Context: an optimization exercise on an open-source flow, tuned for small area. The choices shown serve that exercise and are no tape-out recipe. Function was checked by simulation only, so behaviour that the tests miss may differ from the original.

==> flow/design.v <==
`timescale 1ns / 1ps
module charROM(
    input [6:0] addr,
    output reg [63:0] data
);
    always @(*) begin
        case (addr)
            7'd0: data = 64'h0000000000000000;
            7'd1: data = 64'h0000000000000000;
            7'd2: data = 64'h0000000000000000;
            7'd3: data = 64'h0000000000000000;
            7'd4: data = 64'h0000000000000000;
            7'd5: data = 64'h0000000000000000;
            7'd6: data = 64'h0000000000000000;
            7'd7: data = 64'h0000000000000000;
            7'd8: data = 64'h0000000000000000;
            7'd9: data = 64'h0000000000000000;
            7'd10: data = 64'h0000000000000000;
            7'd11: data = 64'h0000000000000000;
            7'd12: data = 64'h0000000000000000;
            7'd13: data = 64'h0000000000000000;
            7'd14: data = 64'h0000000000000000;
            7'd15: data = 64'h0000000000000000;
            7'd16: data = 64'h0000000000000000;
            7'd17: data = 64'h0000000000000000;
            7'd18: data = 64'h0000000000000000;
            7'd19: data = 64'h0000000000000000;
            7'd20: data = 64'h0000000000000000;
            7'd21: data = 64'h0000000000000000;
            7'd22: data = 64'h0000000000000000;
            7'd23: data = 64'h0000000000000000;
            7'd24: data = 64'h0000000000000000;
            7'd25: data = 64'h0000000000000000;
            7'd26: data = 64'h0000000000000000;
            7'd27: data = 64'h0000000000000000;
            7'd28: data = 64'h0000000000000000;
            7'd29: data = 64'h0000000000000000;
            7'd30: data = 64'h0000000000000000;
            7'd31: data = 64'h0000000000000000;
            7'd32: data = 64'h0000000000000000;
            7'd33: data = 64'h0000005f00000000;
            7'd34: data = 64'h0000030003000000;
            7'd35: data = 64'h643c26643c262400;
            7'd36: data = 64'h2649497f49493200;
            7'd37: data = 64'h4225120824522100;
            7'd38: data = 64'h20504e5522582800;
            7'd39: data = 64'h0000000300000000;
            7'd40: data = 64'h00001c2241000000;
            7'd41: data = 64'h00000041221c0000;
            7'd42: data = 64'h0015150e0e151500;
            7'd43: data = 64'h0008083e08080000;
            7'd44: data = 64'h0000005030000000;
            7'd45: data = 64'h0008080808080000;
            7'd46: data = 64'h0000004000000000;
            7'd47: data = 64'h4020100804020100;
            7'd48: data = 64'h003e4141413e0000;
            7'd49: data = 64'h0000417f40000000;
            7'd50: data = 64'h00426151496e0000;
            7'd51: data = 64'h0022414949360000;
            7'd52: data = 64'h001814127f100000;
            7'd53: data = 64'h0027494949710000;
            7'd54: data = 64'h003c4a4948700000;
            7'd55: data = 64'h004321110d030000;
            7'd56: data = 64'h0036494949360000;
            7'd57: data = 64'h00060949291e0000;
            7'd58: data = 64'h0000001200000000;
            7'd59: data = 64'h0000005230000000;
            7'd60: data = 64'h0000081414220000;
            7'd61: data = 64'h0014141414141400;
            7'd62: data = 64'h0000221414080000;
            7'd63: data = 64'h0002015905020000;
            7'd64: data = 64'h3e415d554d512e00;
            7'd65: data = 64'h407c4a094a7c4000;
            7'd66: data = 64'h417f494949493600;
            7'd67: data = 64'h1c22414141412200;
            7'd68: data = 64'h417f414141221c00;
            7'd69: data = 64'h417f49495d416300;
            7'd70: data = 64'h417f49091d010300;
            7'd71: data = 64'h1c224149493a0800;
            7'd72: data = 64'h417f0808087f4100;
            7'd73: data = 64'h0041417f41410000;
            7'd74: data = 64'h304041413f010100;
            7'd75: data = 64'h417f080c12614100;
            7'd76: data = 64'h417f414040406000;
            7'd77: data = 64'h417f420c427f4100;
            7'd78: data = 64'h417f420c117f0100;
            7'd79: data = 64'h1c22414141221c00;
            7'd80: data = 64'h417f490909090600;
            7'd81: data = 64'h0c12212161524c00;
            7'd82: data = 64'h417f090919694600;
            7'd83: data = 64'h6649494949493300;
            7'd84: data = 64'h0301417f41010300;
            7'd85: data = 64'h013f4140413f0100;
            7'd86: data = 64'h010f3140310f0100;
            7'd87: data = 64'h011f6114611f0100;
            7'd88: data = 64'h4141360836414100;
            7'd89: data = 64'h0103447844030100;
            7'd90: data = 64'h4361514945436100;
            7'd91: data = 64'h00007f4141000000;
            7'd92: data = 64'h0102040810204000;
            7'd93: data = 64'h000041417f000000;
            7'd94: data = 64'h0004020101020400;
            7'd95: data = 64'h0040404040404000;
            7'd96: data = 64'h0001020000000000;
            7'd97: data = 64'h00344a4a4a3c4000;
            7'd98: data = 64'h00413f4848483000;
            7'd99: data = 64'h003c424242240000;
            7'd100: data = 64'h00304848493f4000;
            7'd101: data = 64'h003c4a4a4a2c0000;
            7'd102: data = 64'h0000487e49090000;
            7'd103: data = 64'h00264949493f0100;
            7'd104: data = 64'h417f480444784000;
            7'd105: data = 64'h0000447d40000000;
            7'd106: data = 64'h000040443d000000;
            7'd107: data = 64'h417f101824424200;
            7'd108: data = 64'h0040417f40400000;
            7'd109: data = 64'h427e027c027e4000;
            7'd110: data = 64'h427e4402427c4000;
            7'd111: data = 64'h003c4242423c0000;
            7'd112: data = 64'h00417f4909090600;
            7'd113: data = 64'h00060909497f4100;
            7'd114: data = 64'h00427e4402020400;
            7'd115: data = 64'h00644a4a4a360000;
            7'd116: data = 64'h00043f4444200000;
            7'd117: data = 64'h00023e4040227e40;
            7'd118: data = 64'h020e3240320e0200;
            7'd119: data = 64'h021e6218621e0200;
            7'd120: data = 64'h4262140814624200;
            7'd121: data = 64'h0143453805030100;
            7'd122: data = 64'h004662524a466200;
            7'd123: data = 64'h0000083641000000;
            7'd124: data = 64'h0000007f00000000;
            7'd125: data = 64'h0000004136080000;
            7'd126: data = 64'h0018080810101800;
            7'd127: data = 64'haa55aa55aa55aa55;
            default: data = 64'h0000000000000000;
        endcase
    end
endmodule
`timescale 1ns / 1ps
module delayGen(
    input clock,
    input reset,
    input delayEn,
    output reg delayDone
    );
    reg [17:0]  counter;
    always @(posedge clock)
    begin
        if(reset)
            counter <= 0;
        else if(delayEn & counter != 20000)
            counter <= counter + 1;
        else
            counter <= 0;
    end
    always @(posedge clock)
    begin
        if(reset)
            delayDone <= 1'b0;
        else if(delayEn & counter == 20000)
            delayDone <= 1'b1;
        else
            delayDone <= 1'b0;
    end
endmodule
`timescale 1ns / 1ps
module spiControl(
input  clock,  
input  reset,
input [7:0] data_in,
input  load_data,  
output reg done_send, 
output     spi_clock, 
output reg spi_data
);
reg [2:0] counter;
reg [2:0] dataCount;
reg [7:0] shiftReg;
reg [1:0] state;
reg clock_10;
reg CE;
assign spi_clock = (CE == 1) ? clock_10 : 1'b1;
always @(posedge clock)
begin
    if(reset)
        counter <= 0;
    else if(counter != 4)
        counter <= counter + 1;
    else
        counter <= 0;
end
always @(posedge clock)
begin
    if(reset)
        clock_10 <= 0;
    else if(counter == 4)
        clock_10 <= ~clock_10;
end
localparam IDLE = 'd0,
           SEND = 'd1,
           DONE = 'd2;
wire clock_10_fall = (counter == 4) & clock_10;
always @(posedge clock)
begin
    if(reset)
    begin
        state <= IDLE;
        dataCount <= 0;
        done_send <= 1'b0;
        CE <= 0;
        spi_data <= 1'b1;
        shiftReg <= 8'd0;
    end
    else if(clock_10_fall)
    begin
        case(state)
            IDLE:begin
                if(load_data)
                begin
                    shiftReg <= data_in;
                    state <= SEND;
                     dataCount <= 0;
                end
            end
            SEND:begin
                spi_data <= shiftReg[7];
                shiftReg <= {shiftReg[6:0],1'b0};
                CE <= 1;
                if(dataCount != 7)
                    dataCount <= dataCount + 1;
                else
                begin
                    state <= DONE;
                end
            end
            DONE:begin
                CE <= 0;
                done_send <= 1'b1;
                if(!load_data)
                begin
                    done_send <= 1'b0;
                    state <= IDLE;
                end
            end
        endcase
    end
end
endmodule
`timescale 1ns / 1ps
module oledControl(
    input clock,  
    input reset,
    output wire oled_spi_clk,
    output wire oled_spi_data,
    output reg  oled_vdd,
    output reg  oled_vbat,
    output reg  oled_reset_n,
    output reg  oled_dc_n,
    input [6:0] sendData,
    input       sendDataValid,
    input       updateString,
    output reg  sendDone
    );
    reg [4:0] state;
    reg [4:0] nextState;
    reg startDelay;
    reg [7:0] spiData;
    reg spiLoadData;
    reg [1:0] currPage;
    wire delayDone;
    wire spiDone;
    wire [63:0] charBitMap;
    reg [7:0] columnAddr;
    reg [3:0] byteCounter;
    localparam IDLE = 'd0,
               DELAY = 'd1,
               INIT = 'd2,
               RESET = 'd3,
               CHARG_PUMP = 'd4,
               WAIT_SPI = 'd5,
               CHARG_PUMP1 = 'd6,
               PRE_CHARG = 'd7,
               PRE_CHARG1 = 'd8,
               VBAT_ON = 'd9,
               CONTRAST = 'd10,
               CONTRAST1 = 'd11,
               SEG_REMAP = 'd12,
               SCAN_DIR = 'd13,
               COM_PIN = 'd14,
               COM_PIN1 = 'd15,
               DISPLAY_ON = 'd16,
               FULL_DISPLAY = 'd17,
               DONE = 'd18,
               PAGE_ADDR = 'd19,
               PAGE_ADDR1 = 'd20,
               PAGE_ADDR2 = 'd21,
               COLUMN_ADDR = 'd22,
               SEND_DATA = 'd23;
    always @(posedge clock)
    begin
        if(reset)
        begin
            state <= IDLE;
            nextState <= IDLE;
            oled_vdd <= 1'b1;
            oled_vbat <= 1'b1;
            oled_reset_n <= 1'b1;
            oled_dc_n <= 1'b1;
            startDelay <= 1'b0;
            spiData <= 8'd0;
            spiLoadData <= 1'b0;
            currPage <= 0;
            sendDone <= 0;
            columnAddr <= 0;
            byteCounter <= 0;
        end
        else
        begin
            case(state)
                IDLE: begin
                    oled_vbat <= 1'b1;
                    oled_reset_n <= 1'b1;
                    oled_dc_n <= 1'b0;
                    oled_vdd <= 1'b0;
                    state <= DELAY;
                    nextState <= INIT;
                end
                DELAY: begin
                    startDelay <= 1'b1;
                    if(delayDone)
                    begin
                        state <= nextState;
                        startDelay <= 1'b0;
                    end
                end
                INIT: begin
                    spiData <= 'hAE;
                    spiLoadData <= 1'b1;
                    if(spiDone)
                    begin
                        spiLoadData <= 1'b0;
                        oled_reset_n <= 1'b0;
                        state <= DELAY;
                        nextState <= RESET;
                    end
                end
                RESET: begin
                    oled_reset_n <= 1'b1;
                    state <= DELAY;
                    nextState <= CHARG_PUMP;
                end
                CHARG_PUMP: begin
                    spiData <= 'h8D;
                    spiLoadData <= 1'b1;
                    if(spiDone)
                    begin
                        spiLoadData <= 1'b0;
                        state <= WAIT_SPI;
                        nextState <= CHARG_PUMP1;
                    end
                end
                WAIT_SPI: begin
                    if(!spiDone)
                    begin    
                        state <= nextState;
                    end
                end
                CHARG_PUMP1: begin
                    spiData <= 'h14;
                    spiLoadData <= 1'b1;
                    if(spiDone)
                    begin
                        spiLoadData <= 1'b0;
                        state <= WAIT_SPI;
                        nextState <= PRE_CHARG;
                    end
                end
                PRE_CHARG: begin
                    spiData <= 'hD9;
                    spiLoadData <= 1'b1;
                    if(spiDone)
                    begin
                        spiLoadData <= 1'b0;
                        state <= WAIT_SPI;
                        nextState <= PRE_CHARG1;
                    end
                end
                PRE_CHARG1: begin
                    spiData <= 'hF1;
                    spiLoadData <= 1'b1;
                    if(spiDone)
                    begin
                        spiLoadData <= 1'b0;
                        state <= WAIT_SPI;
                        nextState <= VBAT_ON;
                    end
                end
                VBAT_ON: begin
                    oled_vbat <= 1'b0;
                    state <= DELAY;
                    nextState <= CONTRAST;
                end
                CONTRAST: begin
                    spiData <= 'h81;
                    spiLoadData <= 1'b1;
                    if(spiDone)
                    begin
                        spiLoadData <= 1'b0;
                        state <= WAIT_SPI;
                        nextState <= CONTRAST1;
                    end
                end
                CONTRAST1: begin
                    spiData <= 'hFF;
                    spiLoadData <= 1'b1;
                    if(spiDone)
                    begin
                        spiLoadData <= 1'b0;
                        state <= WAIT_SPI;
                        nextState <= SEG_REMAP;
                    end
                end
                SEG_REMAP: begin
                    spiData <= 'hA0;
                    spiLoadData <= 1'b1;
                    if(spiDone)
                    begin
                        spiLoadData <= 1'b0;
                        state <= WAIT_SPI;
                        nextState <= SCAN_DIR;
                    end
                end
                SCAN_DIR: begin
                    spiData <= 'hC0;
                    spiLoadData <= 1'b1;
                    if(spiDone)
                    begin
                        spiLoadData <= 1'b0;
                        state <= WAIT_SPI;
                        nextState <= COM_PIN;
                    end
                end
                COM_PIN: begin
                    spiData <= 'hDA;
                    spiLoadData <= 1'b1;
                    if(spiDone)
                    begin
                        spiLoadData <= 1'b0;
                        state <= WAIT_SPI;
                        nextState <= COM_PIN1;
                    end
                end
                COM_PIN1: begin
                    spiData <= 'h00;
                    spiLoadData <= 1'b1;
                    if(spiDone)
                    begin
                        spiLoadData <= 1'b0;
                        state <= WAIT_SPI;
                        nextState <= DISPLAY_ON;
                    end
                end
                DISPLAY_ON: begin
                    spiData <= 'hAF;
                    spiLoadData <= 1'b1;
                    if(spiDone)
                    begin
                        spiLoadData <= 1'b0;
                        state <= WAIT_SPI;
                        nextState <= PAGE_ADDR;  
                    end
                end
                PAGE_ADDR: begin
                    spiData <= 'h22;
                    spiLoadData <= 1'b1;
                    oled_dc_n <= 1'b0;
                    if(spiDone)
                    begin
                        spiLoadData <= 1'b0;
                        state <= WAIT_SPI;
                        nextState <= PAGE_ADDR1;
                    end
                end
                PAGE_ADDR1: begin
                    spiData <= currPage;  
                    spiLoadData <= 1'b1;
                    oled_dc_n <= 1'b0;
                    if(spiDone)
                    begin
                        spiLoadData <= 1'b0;
                        state <= WAIT_SPI;
                        currPage <= currPage + 1;
                        nextState <= PAGE_ADDR2;
                    end
                end
                PAGE_ADDR2: begin
                    spiData <= currPage;  
                    spiLoadData <= 1'b1;
                    oled_dc_n <= 1'b0;
                    if(spiDone)
                    begin
                        spiLoadData <= 1'b0;
                        state <= WAIT_SPI;
                        nextState <= COLUMN_ADDR;
                    end
                end
                COLUMN_ADDR: begin
                    spiData <= 'h10;  
                    spiLoadData <= 1'b1;
                    if(spiDone)
                    begin
                        spiLoadData <= 1'b0;
                        state <= WAIT_SPI;
                        nextState <= DONE;
                    end
                end
                DONE: begin
                    sendDone <= 1'b0;
                    if (updateString) begin
                        columnAddr <= 0;
                        currPage   <= 0;
                        state      <= PAGE_ADDR;    
                        nextState  <= PAGE_ADDR;
                    end
                    if(sendDataValid & columnAddr != 128 & !sendDone)
                    begin
                        state <= SEND_DATA;
                        byteCounter <= 8;
                    end
                    else if(sendDataValid & columnAddr == 128 & !sendDone)
                    begin
                        state <= PAGE_ADDR;
                        columnAddr <= 0;
                        byteCounter <= 8;
                    end
                end
                SEND_DATA: begin
                    spiData <= charBitMap[(byteCounter*8-1)-:8];
                    spiLoadData <= 1'b1;
                    oled_dc_n <= 1'b1;
                    if(spiDone)
                    begin
                        columnAddr <= columnAddr - 1;
                        spiLoadData <= 1'b0;
                        state <= WAIT_SPI;
                        if(byteCounter != 1)
                        begin
                            byteCounter <= byteCounter - 1;
                            nextState <= SEND_DATA;
                        end
                        else
                        begin
                            nextState <= DONE;
                            sendDone <= 1'b1;
                        end
                    end
                end
            endcase
        end
    end
    delayGen DG(
        .clock(clock),
        .reset(reset),
        .delayEn(startDelay),
        .delayDone(delayDone)
    );
    spiControl SC(
        .clock(clock),  
    .reset(reset),
    .data_in(spiData),
    .load_data(spiLoadData),  
    .done_send(spiDone),  
    .spi_clock(oled_spi_clk),  
    .spi_data(oled_spi_data)
    );
    charROM CR(
        .addr(sendData),
        .data(charBitMap)
    );
endmodule
`timescale 1ns / 1ps
module main_control (
    input wire clk,
    input wire reset,
    input wire signed [15:0] data_x,
    input wire signed [15:0] data_y,
    input wire signed [15:0] data_z,
    output reg [3:0] direction  
);
    localparam signed [15:0] x_threshold = 500;   
    localparam signed [15:0] y_threshold = 500;   
    localparam signed [15:0] z_threshold = 500;   
    always @(posedge clk) begin
        if (reset) begin
            direction <= 4'b0000;  
        end else begin
            direction <= 4'b0000;  
            if (data_x > x_threshold) begin
                direction <= 4'b1000;  
            end
            else if (data_x < -x_threshold) begin
                direction <= 4'b0100;  
            end
            if (data_y > y_threshold) begin
                direction <= 4'b0001;  
            end
            else if (data_y < -y_threshold) begin
                direction <= 4'b0010;  
            end
            if (data_z > z_threshold) begin
                direction <= 4'b0011;  
            end
            else if (data_z < -z_threshold) begin
                direction <= 4'b0110;  
            end
        end
    end
endmodule
`timescale 1ns / 1ps
module spi_master(
    input iclk,                  
    input reset,                 
    input tick,                  
    input miso,                  
	output sclk,				 
    output reg mosi,              
    output reg cs,               
    output [44:0] acl_data      
    );
	reg sclk_control;		
	reg clk_counter;
	reg clk_reg;	
	always @(posedge iclk) begin
		if(reset) begin
			clk_counter <= 1'b0;
			clk_reg <= 1'b1;
		end
		else if(tick) begin
		clk_counter <= clk_counter + 1;
		if(clk_counter == 1'b1)
			clk_reg <= ~clk_reg;          
		end
	end
	localparam [7:0] write_instr = 8'h0A;			 
	localparam [7:0] mode_reg_addr = 8'h2D;			 
	localparam [7:0] mode_wr_data = 8'h02;			 
    localparam [7:0] read_instr = 8'h0B;			 
    localparam [7:0] x_LSB_addr = 8'h0E;			 
    reg [44:0] temp_DATA;			 
    reg [15:0] X;						 
    reg [15:0] Y;					     
    reg [15:0] Z;						 
    reg [31:0] counter;         		 
    wire latch_data;
    localparam [6:0] POWER_UP    = 7'h00,		 
					 BEGIN_SPIW  = 7'h01,		
					 SEND_WCMD7   = 7'h02,		 
					 SEND_WCMD6   = 7'h03,
					 SEND_WCMD5   = 7'h04,
					 SEND_WCMD4   = 7'h05,
					 SEND_WCMD3   = 7'h06,
					 SEND_WCMD2   = 7'h07,
					 SEND_WCMD1   = 7'h08,
					 SEND_WCMD0   = 7'h09,
					 SEND_WADDR7  = 7'h0A,		
					 SEND_WADDR6  = 7'h0B,
					 SEND_WADDR5  = 7'h0C,
					 SEND_WADDR4  = 7'h0D,
					 SEND_WADDR3  = 7'h0E,
					 SEND_WADDR2  = 7'h0F,
					 SEND_WADDR1  = 7'h10,
					 SEND_WADDR0  = 7'h11,
					 SEND_BYTE7  = 7'h12,		
					 SEND_BYTE6  = 7'h13,
					 SEND_BYTE5  = 7'h14,
					 SEND_BYTE4  = 7'h15,
					 SEND_BYTE3  = 7'h16,
					 SEND_BYTE2  = 7'h17,
					 SEND_BYTE1  = 7'h18,
					 SEND_BYTE0  = 7'h19,
					 WAIT        = 7'h1A,
					 BEGIN_SPIR  = 7'h1B,
					 SEND_RCMD7  = 7'h1C,		
					 SEND_RCMD6  = 7'h1D,
					 SEND_RCMD5  = 7'h1E,
					 SEND_RCMD4  = 7'h1F,
					 SEND_RCMD3  = 7'h20,
					 SEND_RCMD2  = 7'h21,
                     SEND_RCMD1  = 7'h22,
					 SEND_RCMD0  = 7'h23,
					 SEND_RADDR7 = 7'h24,		
					 SEND_RADDR6 = 7'h25,
					 SEND_RADDR5 = 7'h26,
					 SEND_RADDR4 = 7'h27,
					 SEND_RADDR3 = 7'h28,
					 SEND_RADDR2 = 7'h29,
                     SEND_RADDR1 = 7'h2A,
                     SEND_RADDR0 = 7'h2B,
					 REC_XLSB7	 = 7'h2C,
					 REC_XLSB6	 = 7'h2D,
					 REC_XLSB5	 = 7'h2E,
					 REC_XLSB4	 = 7'h2F,
					 REC_XLSB3	 = 7'h30,
					 REC_XLSB2	 = 7'h31,
					 REC_XLSB1	 = 7'h32,
					 REC_XLSB0	 = 7'h33,
					 REC_XMSB7	 = 7'h34,
					 REC_XMSB6	 = 7'h35,
					 REC_XMSB5	 = 7'h36,
					 REC_XMSB4	 = 7'h37,
					 REC_XMSB3	 = 7'h38,
					 REC_XMSB2	 = 7'h39,
					 REC_XMSB1	 = 7'h3A,
					 REC_XMSB0	 = 7'h3B,
					 REC_YLSB7	 = 7'h3C,
					 REC_YLSB6	 = 7'h3D,
					 REC_YLSB5	 = 7'h3E,
					 REC_YLSB4	 = 7'h3F,
					 REC_YLSB3	 = 7'h40,
					 REC_YLSB2	 = 7'h41,
					 REC_YLSB1	 = 7'h42,
					 REC_YLSB0	 = 7'h43,
					 REC_YMSB7	 = 7'h44,
					 REC_YMSB6	 = 7'h45,
					 REC_YMSB5	 = 7'h46,
					 REC_YMSB4	 = 7'h47,
					 REC_YMSB3	 = 7'h48,
					 REC_YMSB2	 = 7'h49,
					 REC_YMSB1	 = 7'h4A,
					 REC_YMSB0	 = 7'h4B,
					 REC_ZLSB7	 = 7'h4C,
					 REC_ZLSB6	 = 7'h4D,
					 REC_ZLSB5	 = 7'h4E,
					 REC_ZLSB4	 = 7'h4F,
					 REC_ZLSB3	 = 7'h50,
					 REC_ZLSB2	 = 7'h51,
					 REC_ZLSB1	 = 7'h52,
					 REC_ZLSB0	 = 7'h53,
					 REC_ZMSB7	 = 7'h54,
					 REC_ZMSB6	 = 7'h55,
					 REC_ZMSB5	 = 7'h56,
					 REC_ZMSB4	 = 7'h57,
					 REC_ZMSB3	 = 7'h58,
					 REC_ZMSB2	 = 7'h59,
					 REC_ZMSB1	 = 7'h5A,
					 REC_ZMSB0	 = 7'h5B,
					 END_SPI	 = 7'h5C;	 
    reg [6:0] state_reg;          
    always @(posedge iclk) begin   
      if(reset) begin
        counter <= 32'd0;
        state_reg <= POWER_UP;
        cs <= 1'b1;
        mosi <= 1'b0;
        sclk_control <= 1'b0;
        X <= 16'd0;
        Y <= 16'd0;
        Z <= 16'd0;
      end
      else if(tick) begin
        counter <= counter + 1;                              
        case(state_reg)
            POWER_UP    : begin
                            if(counter == 32'd2399)		 
                                state_reg <= BEGIN_SPIW;
			end
			BEGIN_SPIW	: begin						 
							if(counter == 32'd2401) begin
								state_reg <= SEND_WCMD7;
								cs <= 1'b0;			 
							end	
			end
            SEND_WCMD7    : begin					 
							sclk_control <= 1'b1;	 
							mosi <= write_instr[7];	 
							if(counter == 32'd2405)
								state_reg <= SEND_WCMD6;
            end
			SEND_WCMD6    : begin					 
							mosi <= write_instr[6];	 
							if(counter == 32'd2409)
								state_reg <= SEND_WCMD5;
            end
			SEND_WCMD5    : begin					 
							mosi <= write_instr[5];	 
							if(counter == 32'd2413)
								state_reg <= SEND_WCMD4;
            end
			SEND_WCMD4    : begin					 
							mosi <= write_instr[4];	 
							if(counter == 32'd2417)
								state_reg <= SEND_WCMD3;
            end
			SEND_WCMD3    : begin					 
							mosi <= write_instr[3];	 
							if(counter == 32'd2421)
								state_reg <= SEND_WCMD2;
            end
			SEND_WCMD2    : begin					 
							mosi <= write_instr[2];	 
							if(counter == 32'd2425)
								state_reg <= SEND_WCMD1;
            end
			SEND_WCMD1    : begin					 
							mosi <= write_instr[1];	 
							if(counter == 32'd2429)
								state_reg <= SEND_WCMD0;
            end
			SEND_WCMD0    : begin					 
							mosi <= write_instr[0];	 
							if(counter == 32'd2433)
								state_reg <= SEND_WADDR7;
            end
            SEND_WADDR7   : begin						 
							mosi <= mode_reg_addr[7];	 
							if(counter == 32'd2437)
								state_reg <= SEND_WADDR6;							
            end
			SEND_WADDR6   : begin						 
							mosi <= mode_reg_addr[6];	 
							if(counter == 32'd2441)
								state_reg <= SEND_WADDR5;
            end
			SEND_WADDR5   : begin						 
							mosi <= mode_reg_addr[5];	 
							if(counter == 32'd2445)
								state_reg <= SEND_WADDR4;
            end
			SEND_WADDR4   : begin						 
							mosi <= mode_reg_addr[4];	 
							if(counter == 32'd2449)
								state_reg <= SEND_WADDR3;
            end
			SEND_WADDR3   : begin						 
							mosi <= mode_reg_addr[3];	 
							if(counter == 32'd2453)
								state_reg <= SEND_WADDR2;
            end
			SEND_WADDR2   : begin						 
							mosi <= mode_reg_addr[2];	 
							if(counter == 32'd2457)
								state_reg <= SEND_WADDR1;
            end
			SEND_WADDR1   : begin						 
							mosi <= mode_reg_addr[1];	 
							if(counter == 32'd2461)
								state_reg <= SEND_WADDR0;
            end
			SEND_WADDR0   : begin						 
							mosi <= mode_reg_addr[0];	 
							if(counter == 32'd2465)
								state_reg <= SEND_BYTE7;
            end
			SEND_BYTE7	: begin							 
							mosi <= mode_wr_data[7];	 
							if(counter == 32'd2469)
								state_reg <= SEND_BYTE6;
			end
			SEND_BYTE6	: begin							 
							mosi <= mode_wr_data[6];	 
							if(counter == 32'd2473)
								state_reg <= SEND_BYTE5;
			end
			SEND_BYTE5	: begin							 
							mosi <= mode_wr_data[5];	 
							if(counter == 32'd2477)
								state_reg <= SEND_BYTE4;
			end
            SEND_BYTE4	: begin							 
							mosi <= mode_wr_data[4];	 
							if(counter == 32'd2481)
								state_reg <= SEND_BYTE3;
			end
            SEND_BYTE3	: begin							 
							mosi <= mode_wr_data[3];	 
							if(counter == 32'd2485)
								state_reg <= SEND_BYTE2;
			end
            SEND_BYTE2	: begin							 
							mosi <= mode_wr_data[2];	 
							if(counter == 32'd2489)
								state_reg <= SEND_BYTE1;
			end
			SEND_BYTE1	: begin							 
							mosi <= mode_wr_data[1];	 
							if(counter == 32'd2493)
								state_reg <= SEND_BYTE0;
			end
            SEND_BYTE0	: begin							 
							mosi <= mode_wr_data[0];	 
							if(counter == 32'd2497) begin
								state_reg <= WAIT;
								counter <= 32'd0;
								cs <= 1'b1;			 
								sclk_control <= 1'b0;	 
							end
			end
			WAIT		: begin							 
							if(counter == 32'd4002) begin
								counter <= 32'd0;
								state_reg <= BEGIN_SPIR;
								end
			end
			BEGIN_SPIR	: begin							 
							if(counter == 32'd1) begin
								state_reg <= SEND_RCMD7;
								cs <= 1'b0;				 
								sclk_control <= 1'b1;	 
							end
			end
			SEND_RCMD7 	: begin							 
							mosi <= read_instr[7];		 
							if(counter == 32'd4)
								state_reg <= SEND_RCMD6;
			end
			SEND_RCMD6 	: begin							 
							mosi <= read_instr[6];		 
							if(counter == 32'd8)
								state_reg <= SEND_RCMD5;
			end 
			SEND_RCMD5 	: begin							 
							mosi <= read_instr[5];		 
							if(counter == 32'd12)
								state_reg <= SEND_RCMD4;
			end 
			SEND_RCMD4 	: begin							 
							mosi <= read_instr[4];		 
							if(counter == 32'd16)
								state_reg <= SEND_RCMD3;
			end 
			SEND_RCMD3 	: begin							 
							mosi <= read_instr[3];		 
							if(counter == 32'd20)
								state_reg <= SEND_RCMD2;
			end 
			SEND_RCMD2 	: begin							 
							mosi <= read_instr[2];		 
							if(counter == 32'd24)
								state_reg <= SEND_RCMD1;
			end 
			SEND_RCMD1 	: begin							 
							mosi <= read_instr[1];		 
							if(counter == 32'd28)
								state_reg <= SEND_RCMD0;
			end 
			SEND_RCMD0 	: begin							 
							mosi <= read_instr[0];		 
							if(counter == 32'd32)
								state_reg <= SEND_RADDR7;
			end 
			SEND_RADDR7 : begin							 
							mosi <= x_LSB_addr[7];		 
							if(counter == 32'd36)
								state_reg <= SEND_RADDR6;
			end
			SEND_RADDR6 : begin							 
							mosi <= x_LSB_addr[6];		 
							if(counter == 32'd40)
								state_reg <= SEND_RADDR5;
			end
			SEND_RADDR5 : begin							 
							mosi <= x_LSB_addr[5];		 
							if(counter == 32'd44)
								state_reg <= SEND_RADDR4;
			end
			SEND_RADDR4 : begin							 
							mosi <= x_LSB_addr[4];		 
							if(counter == 32'd48)
								state_reg <= SEND_RADDR3;
			end
			SEND_RADDR3 : begin							 
							mosi <= x_LSB_addr[3];		 
							if(counter == 32'd52)
								state_reg <= SEND_RADDR2;
			end
			SEND_RADDR2 : begin							 
							mosi <= x_LSB_addr[2];		 
							if(counter == 32'd56)
								state_reg <= SEND_RADDR1;
			end
			SEND_RADDR1 : begin							 
							mosi <= x_LSB_addr[1];		 
							if(counter == 32'd60)
								state_reg <= SEND_RADDR0;
			end
			SEND_RADDR0 : begin							 
							mosi <= x_LSB_addr[0];		 
							if(counter == 32'd64)
								state_reg <= REC_XLSB7;
			end
			REC_XLSB7 	: begin							 
							X[7] <= miso;				 
							if(counter == 32'd68)
								state_reg <= REC_XLSB6;
			end	
			REC_XLSB6 	: begin							 
							X[6] <= miso;				 
							if(counter == 32'd72)
								state_reg <= REC_XLSB5;
			end	
			REC_XLSB5 	: begin							 
							X[5] <= miso;				 
							if(counter == 32'd76)
								state_reg <= REC_XLSB4;
			end	
			REC_XLSB4 	: begin							 
							X[4] <= miso;				 
							if(counter == 32'd80)
								state_reg <= REC_XLSB3;
			end	
			REC_XLSB3 	: begin							 
							X[3] <= miso;				 
							if(counter == 32'd84)
								state_reg <= REC_XLSB2;
			end	
			REC_XLSB2 	: begin							 
							X[2] <= miso;				 
							if(counter == 32'd88)
								state_reg <= REC_XLSB1;
			end	
			REC_XLSB1 	: begin							 
							X[1] <= miso;				 
							if(counter == 32'd92)
								state_reg <= REC_XLSB0;
			end	
			REC_XLSB0 	: begin							 
							X[0] <= miso;				 
							if(counter == 32'd96)
								state_reg <= REC_XMSB7;
			end	
			REC_XMSB7 	: begin							 
							X[15] <= miso;				 
							if(counter == 32'd100)
								state_reg <= REC_XMSB6;
			end	
			REC_XMSB6 	: begin							 
							X[14] <= miso;				 
							if(counter == 32'd104)
								state_reg <= REC_XMSB5;
			end	
			REC_XMSB5 	: begin							 
							X[13] <= miso;				 
							if(counter == 32'd108)
								state_reg <= REC_XMSB4;
			end	
			REC_XMSB4 	: begin							 
							X[12] <= miso;				 
							if(counter == 32'd112)
								state_reg <= REC_XMSB3;
			end	
			REC_XMSB3 	: begin							 
							X[11] <= miso;				 
							if(counter == 32'd116)
								state_reg <= REC_XMSB2;
			end	
			REC_XMSB2 	: begin							 
							X[10] <= miso;				 
							if(counter == 32'd120)
								state_reg <= REC_XMSB1;
			end	
			REC_XMSB1 	: begin							 
							X[9] <= miso;				 
							if(counter == 32'd124)
								state_reg <= REC_XMSB0;
			end	
			REC_XMSB0 	: begin							 
							X[8] <= miso;				 
							if(counter == 32'd128)
								state_reg <= REC_YLSB7;
			end	
			REC_YLSB7 	: begin							 
							Y[7] <= miso;				 
							if(counter == 32'd132)
								state_reg <= REC_YLSB6;
			end	
			REC_YLSB6 	: begin							 
							Y[6] <= miso;				 
							if(counter == 32'd136)
								state_reg <= REC_YLSB5;
			end	
			REC_YLSB5 	: begin							 
							Y[5] <= miso;				 
							if(counter == 32'd140)
								state_reg <= REC_YLSB4;
			end	
			REC_YLSB4 	: begin							 
							Y[4] <= miso;				 
							if(counter == 32'd144)
								state_reg <= REC_YLSB3;
			end	
			REC_YLSB3 	: begin							 
							Y[3] <= miso;				 
							if(counter == 32'd148)
								state_reg <= REC_YLSB2;
			end	
			REC_YLSB2 	: begin							 
							Y[2] <= miso;				 
							if(counter == 32'd152)
								state_reg <= REC_YLSB1;
			end	
			REC_YLSB1 	: begin							 
							Y[1] <= miso;				 
							if(counter == 32'd156)
								state_reg <= REC_YLSB0;
			end	
			REC_YLSB0 	: begin							 
							Y[0] <= miso;				 
							if(counter == 32'd160)
								state_reg <= REC_YMSB7;
			end	
			REC_YMSB7 	: begin							 
							Y[15] <= miso;				 
							if(counter == 32'd164)
								state_reg <= REC_YMSB6;
			end	
			REC_YMSB6 	: begin							 
							Y[14] <= miso;				 
							if(counter == 32'd168)
								state_reg <= REC_YMSB5;
			end	
			REC_YMSB5 	: begin							 
							Y[13] <= miso;				 
							if(counter == 32'd172)
								state_reg <= REC_YMSB4;
			end	
			REC_YMSB4 	: begin							 
							Y[12] <= miso;				 
							if(counter == 32'd176)
								state_reg <= REC_YMSB3;
			end	
			REC_YMSB3 	: begin							 
							Y[11] <= miso;				 
							if(counter == 32'd180)
								state_reg <= REC_YMSB2;
			end	
			REC_YMSB2 	: begin							 
							Y[10] <= miso;				 
							if(counter == 32'd184)
								state_reg <= REC_YMSB1;
			end	
			REC_YMSB1 	: begin							 
							Y[9] <= miso;				 
							if(counter == 32'd188)
								state_reg <= REC_YMSB0;
			end	
			REC_YMSB0 	: begin							 
							Y[8] <= miso;				 
							if(counter == 32'd192)
								state_reg <= REC_ZLSB7;
			end	
			REC_ZLSB7 	: begin							 
							Z[7] <= miso;				 
							if(counter == 32'd196)
								state_reg <= REC_ZLSB6;
			end	
			REC_ZLSB6 	: begin							 
							Z[6] <= miso;				 
							if(counter == 32'd200)
								state_reg <= REC_ZLSB5;			
			end	
			REC_ZLSB5 	: begin							 
							Z[5] <= miso;				 
							if(counter == 32'd204)
								state_reg <= REC_ZLSB4;			
			end	
			REC_ZLSB4 	: begin							 
							Z[4] <= miso;				 
							if(counter == 32'd208)
								state_reg <= REC_ZLSB3;		
			end	
			REC_ZLSB3 	: begin							 
							Z[3] <= miso;				 
							if(counter == 32'd212)
								state_reg <= REC_ZLSB2;			
			end	
			REC_ZLSB2 	: begin							 
							Z[2] <= miso;				 
							if(counter == 32'd216)
								state_reg <= REC_ZLSB1;			
			end	
			REC_ZLSB1 	: begin							 
							Z[1] <= miso;				 
							if(counter == 32'd220)
								state_reg <= REC_ZLSB0;			
			end	
			REC_ZLSB0 	: begin							 
							Z[0] <= miso;				 
							if(counter == 32'd224)
								state_reg <= REC_ZMSB7;			
			end	
			REC_ZMSB7 	: begin							 
							Z[15] <= miso;				 
							if(counter == 32'd228)
								state_reg <= REC_ZMSB6;
			end	
			REC_ZMSB6 	: begin							 
							Z[14] <= miso;				 
							if(counter == 32'd232)
								state_reg <= REC_ZMSB5;		
			end	
			REC_ZMSB5 	: begin							 
							Z[13] <= miso;				 
							if(counter == 32'd236)
								state_reg <= REC_ZMSB4;			
			end	
			REC_ZMSB4 	: begin							 
							Z[12] <= miso;				 
							if(counter == 32'd240)
								state_reg <= REC_ZMSB3;			
			end	
			REC_ZMSB3 	: begin							 
							Z[11] <= miso;				 
							if(counter == 32'd244)
								state_reg <= REC_ZMSB2;			
			end	
			REC_ZMSB2 	: begin							 
							Z[10] <= miso;				 
							if(counter == 32'd248)
								state_reg <= REC_ZMSB1;
			end	
			REC_ZMSB1 	: begin							 
							Z[9] <= miso;				 
							if(counter == 32'd252)
								state_reg <= REC_ZMSB0;
			end	
			REC_ZMSB0 	: begin							 
							Z[8] <= miso;				 
							if(counter == 32'd256) begin
								cs <= 1'b1;				 
								sclk_control <= 1'b0;	 
								state_reg <= END_SPI;
							end
			end	
			END_SPI 	: begin							 
							if(counter == 32'd4259) begin
								counter <= 32'd0;				 
								state_reg <= BEGIN_SPIR;		 
							end
			end		
        endcase
      end
    end
    always @(posedge iclk)
        if(reset)
            temp_DATA <= 45'b0;
        else if(tick & latch_data) begin		 
            temp_DATA <= { X[14:0], Y[14:0], Z[14:0] };    
		end
    assign acl_data = temp_DATA;
	assign latch_data = ((state_reg == END_SPI) && (counter == 32'd258)) ? 1 : 0;
	assign sclk = (sclk_control) ? clk_reg : 0;
endmodule
`timescale 1ns / 1ps
module iclk_gen (
    input CLK100MHZ,
    input reset,
    output clk_4MHz_en
);
    reg [4:0] div;
    always @(posedge CLK100MHZ) begin
        if (reset)
            div <= 5'd0;
        else if (div == 5'd24)
            div <= 5'd0;
        else
            div <= div + 5'd1;
    end
    assign clk_4MHz_en = (div == 5'd24);
endmodule
`timescale 1ns / 1ps
module top_final (
    input CLK100MHZ,             
    input reset,                 
    input ACL_MISO,              
    output ACL_MOSI,             
    output ACL_SCLK,             
    output ACL_CSN,              
    output oled_spi_clk,         
    output oled_spi_data,        
    output oled_vdd,             
    output oled_vbat,            
    output oled_reset_n,         
    output oled_dc_n             
);
    wire clk_4MHz_en;
    iclk_gen clock_generation (
        .CLK100MHZ(CLK100MHZ),
        .reset(reset),
        .clk_4MHz_en(clk_4MHz_en)
    );
    wire [44:0] acl_data;
    spi_master master (
        .iclk(CLK100MHZ),
        .reset(reset),
        .tick(clk_4MHz_en),
        .miso(ACL_MISO),
        .sclk(ACL_SCLK),
        .mosi(ACL_MOSI),
        .cs(ACL_CSN),
        .acl_data(acl_data)
    );
    wire signed [14:0] data_x =  acl_data[14:0];   
    wire signed [14:0] data_y =  acl_data[29:15];  
    wire signed [14:0] data_z =  acl_data[44:30];  
    wire [3:0] direction;
    main_control main_control_inst (
        .clk(CLK100MHZ),
        .reset(reset),
        .data_x(data_x),
        .data_y(data_y),
        .data_z(data_z),
        .direction(direction)
    );
    integer byteCounter;
    localparam IDLE = 'd0,
               SEND = 'd1,
               DONE = 'd2;
    reg [1:0] state;
    integer stringCount;
    reg [7:0] sendData;
    reg sendDataValid;
    wire sendDone;
    localparam stringLen = 64; 
    reg [(8*stringLen)-1:0] message;
    reg updateString;
    reg [26:0] refresh_timer; 
    always @(posedge CLK100MHZ) begin
      if(reset) begin
        stringCount <= 0;
        updateString <= 1'b0;
        message <= "                                                                ";
      end
      else begin
        stringCount <= stringCount + 1;
        if(stringCount == 100000)
        begin
        updateString <= 1'b1;
        case (direction)
            4'b1000: message <= "---------------------FLAT---------------------------------------";
            4'b0100: message <= "UNFLAT";
            4'b0001: message <= "       ^               |               |               UP       ";
            4'b0010: message <= "       |               |               v              DOWN      ";
            4'b0011: message <= "                      ---->                           RIGHT     ";
            4'b0110: message <= "                      <----                           LEFT      ";
            default: message <= "                                                                ";
        endcase
        stringCount <= 0;
        end
        else begin
            updateString <= 1'b0;
        end
      end
    end
    always @(posedge CLK100MHZ)
    begin
        if(reset)
        begin
            state <= IDLE;
            byteCounter <= stringLen;
            sendDataValid <= 1'b0;
            sendData <= 8'd0;
        end
        else
        begin
            case(state)
                IDLE: begin
                    if(!sendDone)
                    begin
                        sendData <= message[(byteCounter*8-1)-:8];
                        sendDataValid <= 1'b1;
                        state <= SEND;
                    end
                end
                SEND: begin
                    if(sendDone)
                    begin
                        sendDataValid <= 1'b0;
                        byteCounter <= byteCounter - 1;
                        if(byteCounter != 1)
                            state <= IDLE;
                        else
                            state <= DONE;
                    end
                end
                DONE: begin
                    if(updateString)
                    begin
                        byteCounter <= stringLen;
                        state <= IDLE;
                    end
                    else
                        state <= DONE;
                end
            endcase
        end
        end
    oledControl oled_control_inst (
        .clock(CLK100MHZ),
        .reset(reset),
        .oled_spi_clk(oled_spi_clk),
        .oled_spi_data(oled_spi_data),
        .oled_vdd(oled_vdd),
        .oled_vbat(oled_vbat),
        .oled_reset_n(oled_reset_n),
        .oled_dc_n(oled_dc_n),
        .sendData(sendData),
        .sendDataValid(sendDataValid),
        .sendDone(sendDone),
        .updateString(updateString)
    );
endmodule
==> flow/run.sh <==
#!/bin/bash
# synth_recipe.tcl (not shown) runs the flow's synth.tcl, then flattens the netlist and writes it again
# the make line also repeats each setting of config.mk as NAME=value (left out here)
make -C /OpenROAD-flow-scripts/flow DESIGN_CONFIG=/design/flow/config.mk WORK_HOME=/design/flow/orfs CLKGATE_MAP_FILE= SYNTH_SCRIPT=/design/flow/synth_recipe.tcl finish
==> flow/config.mk <==
export PLATFORM = sky130hd
export DESIGN_NAME = top_final
export DESIGN_NICKNAME = top_final
export VERILOG_FILES = /design/flow/design.v
export SDC_FILE = /design/flow/constraint.sdc
export NUM_CORES = 4
export LEC_CHECK = 0
export CAP_MARGIN = 20
export CORE_MARGIN = 2
export CORE_UTILIZATION = 30
export PLACE_DENSITY = 0.5
export SLEW_MARGIN = 20
export SYNTH_MEMORY_MAX_BITS = 16384
==> flow/constraint.sdc <==
create_clock -name core_clock -period 10.0 [get_ports {CLK100MHZ}]
set_input_delay 2.0000 -clock core_clock [delete_from_list [all_inputs] [get_ports {CLK100MHZ}]]
set_output_delay 2.0000 -clock core_clock [all_outputs]
set_load 0.01 [all_outputs]
==> results.py <==
metrics = {
    "status": {
        "outcome": "finished clean",
    },
    "sta": {
        "setup_violations": 0,
        "final.setup.tns_ns": 0,
        "period_share": 0.720,
        "period_minus_slack_ns": 7.20,
        "drv_slew": 0,
        "rsz0062_at_grt": "false",
        "max_freq_ghz": 0.139,
        "fin_hold_ws_ns": 0.433,
        "tightest_slew_ns": 1.15,
        "hold_viol_final": 0,
        "fin_skew_ns": 0.0452,
        "max_slew_margin": 0.232,
        "worst_slack_ns": 2.80,
    },
    "final_layout": {
        "areaGrowthSynthToFinish_pct": 9.63,
        "multi_input_area_um2": 17100,
        "nNetsFinal": 3474,
        "nFillCells": 9279,
        "seqCellArea_um2": 7510,
        "largest_reg_flops": 51,
        "fin_area_um2": 28700,
        "drive_above_1_share": 0.0706,
    },
    "hold_path": {
        "worstHoldPathType": "reg -> reg",
        "hold_depth": 2,
        "worstHoldEndpoint": "master.temp_DATA[24]",
        "hold_path_startpoint": "master.Y[9]",
    },
    "placed_design": {
        "placed_area_um2": 27100,
        "preCtsSetupSlack_ns": 3.14,
        "port_buffers": 11,
        "place_congestion": 1.05,
        "place.detailed.hpwl_um": 77000,
    },
    "clock_network": {
        "cts.sinks": 375,
        "clockRootBuffer": "clkbuf_16",
        "cts_hold_buf": 0,
        "cts_post_setup_buffers_inserted": 0,
        "cts_made_buffers": 47,
        "clock_path_buffers": 3,
        "insertion_delay_ns": 0.62,
        "cts_resized": 0,
        "clkTransAtPathRegs_ns": 0.06,
        "htree_levels": 2,
        "tritoncts": "built",
    },
    "routing": {
        "drc": 0,
        "drtIter0Drc": 3794,
        "ant_nets": 0,
        "drt_wl_total_um": 113000,
        "vias_per_cell": 6.21,
        "num_vias": 28661,
        "post_drt_wl_per_cell_um": 24.6,
        "firstDrtPassIters": 10,
    },
    "yosys": {
        "netlist_area_um2": 26200,
        "ys_top_cells_by_area": "dfxtp_1 (29%), a21oi_1 (6.1%), nor2_1 (5.7%)",
        "synthFlopType": "dfxtp_1",
        "ys_ff_latch": 375,
        "synth_common_cells": "nor2_1 (400), nand2_1 (377), dfxtp_1 (375)",
        "yosysSeqAreaShare": 0.287,
        "yosys_warnings": 12,
        "netlist_instances": 3598,
        "yosysTopAreaCellShare": 0.287,
        "synth.most_common_cell": "nor2_1",
        "yosysTopAreaCell": "dfxtp_1",
        "synthArstFlopShare": 0,
        "ys_types": 106,
        "synth-edff-count": 0,
        "avgSynthCellArea_um2": 7.27,
        "syn-num-nets": 3648,
    },
    "global_routing": {
        "overflow": 0,
        "grt_pass1_wl_um": 172000,
        "antenna_found_initial": 0,
        "grt_use_total": 0.244,
        "grt_pass1_vias": 27111,
        "grt_max_degree": 78,
    },
    "power_and_ir_drop": {
        "p_leak_nw": 9.82,
        "p_clk_frac": 0.467,
        "p_total_mw": 3.80,
        "p_switching_mw": 1.06,
        "p_sw_frac": 0.278,
        "ir_drop_v": 0.000129,
        "powerDensity_nw_per_um2": 132,
        "combPwrFrac": 0.119,
        "p_int_mw": 2.74,
        "seq_power_share": 0.414,
    },
    "critical_path": {
        "required_ns": 10.47,
        "ff2ff_path_depth": 15,
        "reg2reg_from": "byteCounter[0]",
        "critPathCaptureType": "register",
        "crit_type": "reg -> reg",
        "cp_max_fo": 46,
        "arrival_ns": 7.67,
        "ff2ff_setup_slack_ns": 2.80,
        "critPathLaunchType": "register",
        "r2r_end": "oled_control_inst.charBitMap[16]",
    },
    "floorplanning": {
        "fp.dieW_um": 299,
        "core_um2": 86600,
        "start_util": 0.302,
        "fp.dieArea_um2": 89500,
        "dieHeight_um": 299,
        "rows": 108,
        "ios": 12,
    },
    "job": {
        "maxCapViolations": 0,
    },
}
[worst max path at each step]
stage                     cells after the start           start                               end  slack [ns]
after floorplan                              23  byteCounter[1]  oled_control_inst.charBitMap[18]        4.65
after global placement                       16  byteCounter[0]  oled_control_inst.charBitMap[16]        3.44
after detailed placement                     15  byteCounter[0]  oled_control_inst.charBitMap[16]        3.14
after CTS                                    15  byteCounter[0]  oled_control_inst.charBitMap[16]        3.15
after global routing                         15  byteCounter[0]  oled_control_inst.charBitMap[16]        2.63
final                                        15  byteCounter[0]  oled_control_inst.charBitMap[16]        2.80
[per-layer routing]
metal / vias up / GRT usage / part of all wire
met5: - / 0 / 0
met1: 13421 / 0.321 / 0.42
met2: 1771 / 0.352 / 0.41
li1: 12960 / - / -
met4: 0 / 0.143 / 0.066
met3: 509 / 0.0722 / 0.11
[area by class of cell]
class | count | share of cell area
tap | 1155 | 0.0504
timing repair buffer | 85 | 0.0237
clock buffer | 64 | 0.0464
inverter | 73 | 0.00956
clock inverter | 19 | 0.00960
sequential | 375 | 0.262
multi-input combinational | 2842 | 0.598
antenna | 1 | 0.0000873
[cells by family after synthesis]
group           synth area share
flops                      0.287
compound gates             0.288
fa+ha+maj                 0.0225
buf+inv                   0.0595
mux                       0.0300
xor+xnor                  0.0372
simple gates               0.276
[power by group through the flow]
stage                     clock [mW]  sequential (mW)  combinational, mW
after floorplan                    0             1.59              0.315
after global placement             0             1.60              0.445
after detailed placement           0             1.60              0.439
after CTS                       1.83             1.57              0.442
after global routing            1.88             1.58              0.495
final                           1.77             1.57              0.451
[critical path: stages, from the launching register on]
cell and delay, ns:
dfxtp_1 0.29, buf_4 0.26, inv_1 0.27, ha_1 0.79, nor3b_1 0.64, nand4_1 0.25, and2_1 0.30, a21oi_1 0.61
nand2_1 0.55, inv_1 0.41, ha_1 0.70, inv_1 0.42, a311oi_1 0.82, o21ai_0 0.35, a32oi_1 0.25, nand3_1 0.13
[cells in the final DEF, fill, tap and decap left out, types with 14 or more instances in the layout]
| cell | instances |
|---|---|
| a2111oi_0 | 14 |
| a211o_1 | 16 |
| a211oi_1 | 53 |
| a21o_1 | 22 |
| a21oi_1 | 318 |
| a22oi_1 | 32 |
| a311oi_1 | 23 |
| a31oi_1 | 50 |
| a32oi_1 | 22 |
| and2_1 | 32 |
| and3_1 | 43 |
| buf_4 | 73 |
| clkbuf_16 | 47 |
| dfxtp_1 | 370 |
| ha_1 | 47 |
| inv_1 | 68 |
| mux2i_1 | 41 |
| nand2_1 | 377 |
| nand2b_1 | 42 |
| nand3_1 | 159 |
| nand3b_1 | 18 |
| nand4_1 | 60 |
| nor2_1 | 396 |
| nor2b_1 | 33 |
| nor3_1 | 109 |
| nor4_1 | 51 |
| o211ai_1 | 47 |
| o21a_1 | 20 |
| o21ai_0 | 249 |
| o221ai_1 | 22 |
| o22ai_1 | 35 |
| o31ai_1 | 34 |
| o32ai_1 | 15 |
| or2_2 | 15 |
| or3_1 | 31 |
| or4_1 | 16 |
| xnor2_1 | 51 |
| xor2_1 | 60 |
[per-stage QoR]
stage | utilization | cells
after floorplan | - | 3598
after global placement | 0.312 | 4530
after detailed placement | 0.312 | 4530
after CTS | 0.331 | 4613
after global routing | 0.331 | 4613
final | 0.331 | 4614

re-timing with driven ports:
In the flow no input, the clock included, has a driving cell. The finished layout below was timed again as built, in two steps.
Step 1: set_driving_cell puts a clkbuf_16 on CLK100MHZ and a buf_2 on each other input, an assumption about the parent block.
Step 2 adds t to the input delays and takes it off the output delays; t is the mean of the earliest and latest rising clock arrival at the registers after step 1. Input paths then give back, and output paths get back, about the clock's delay inside the block.
a / b / c = ideal / step 1 / step 2; a / b = the first two.
shift t [ns]: 0.653
setup WS [ns]: 2.798 / 2.798 / 2.798
hold slack, ns: 0.433 / 0.433 / 0.433
worst setup path at the end: register to register
cell pins on the clock port's net: 1
After both steps setup and hold are still met in this run. The setup slack of this run moves by 0.000 ns with the drivers and by 0.000 ns with both steps.
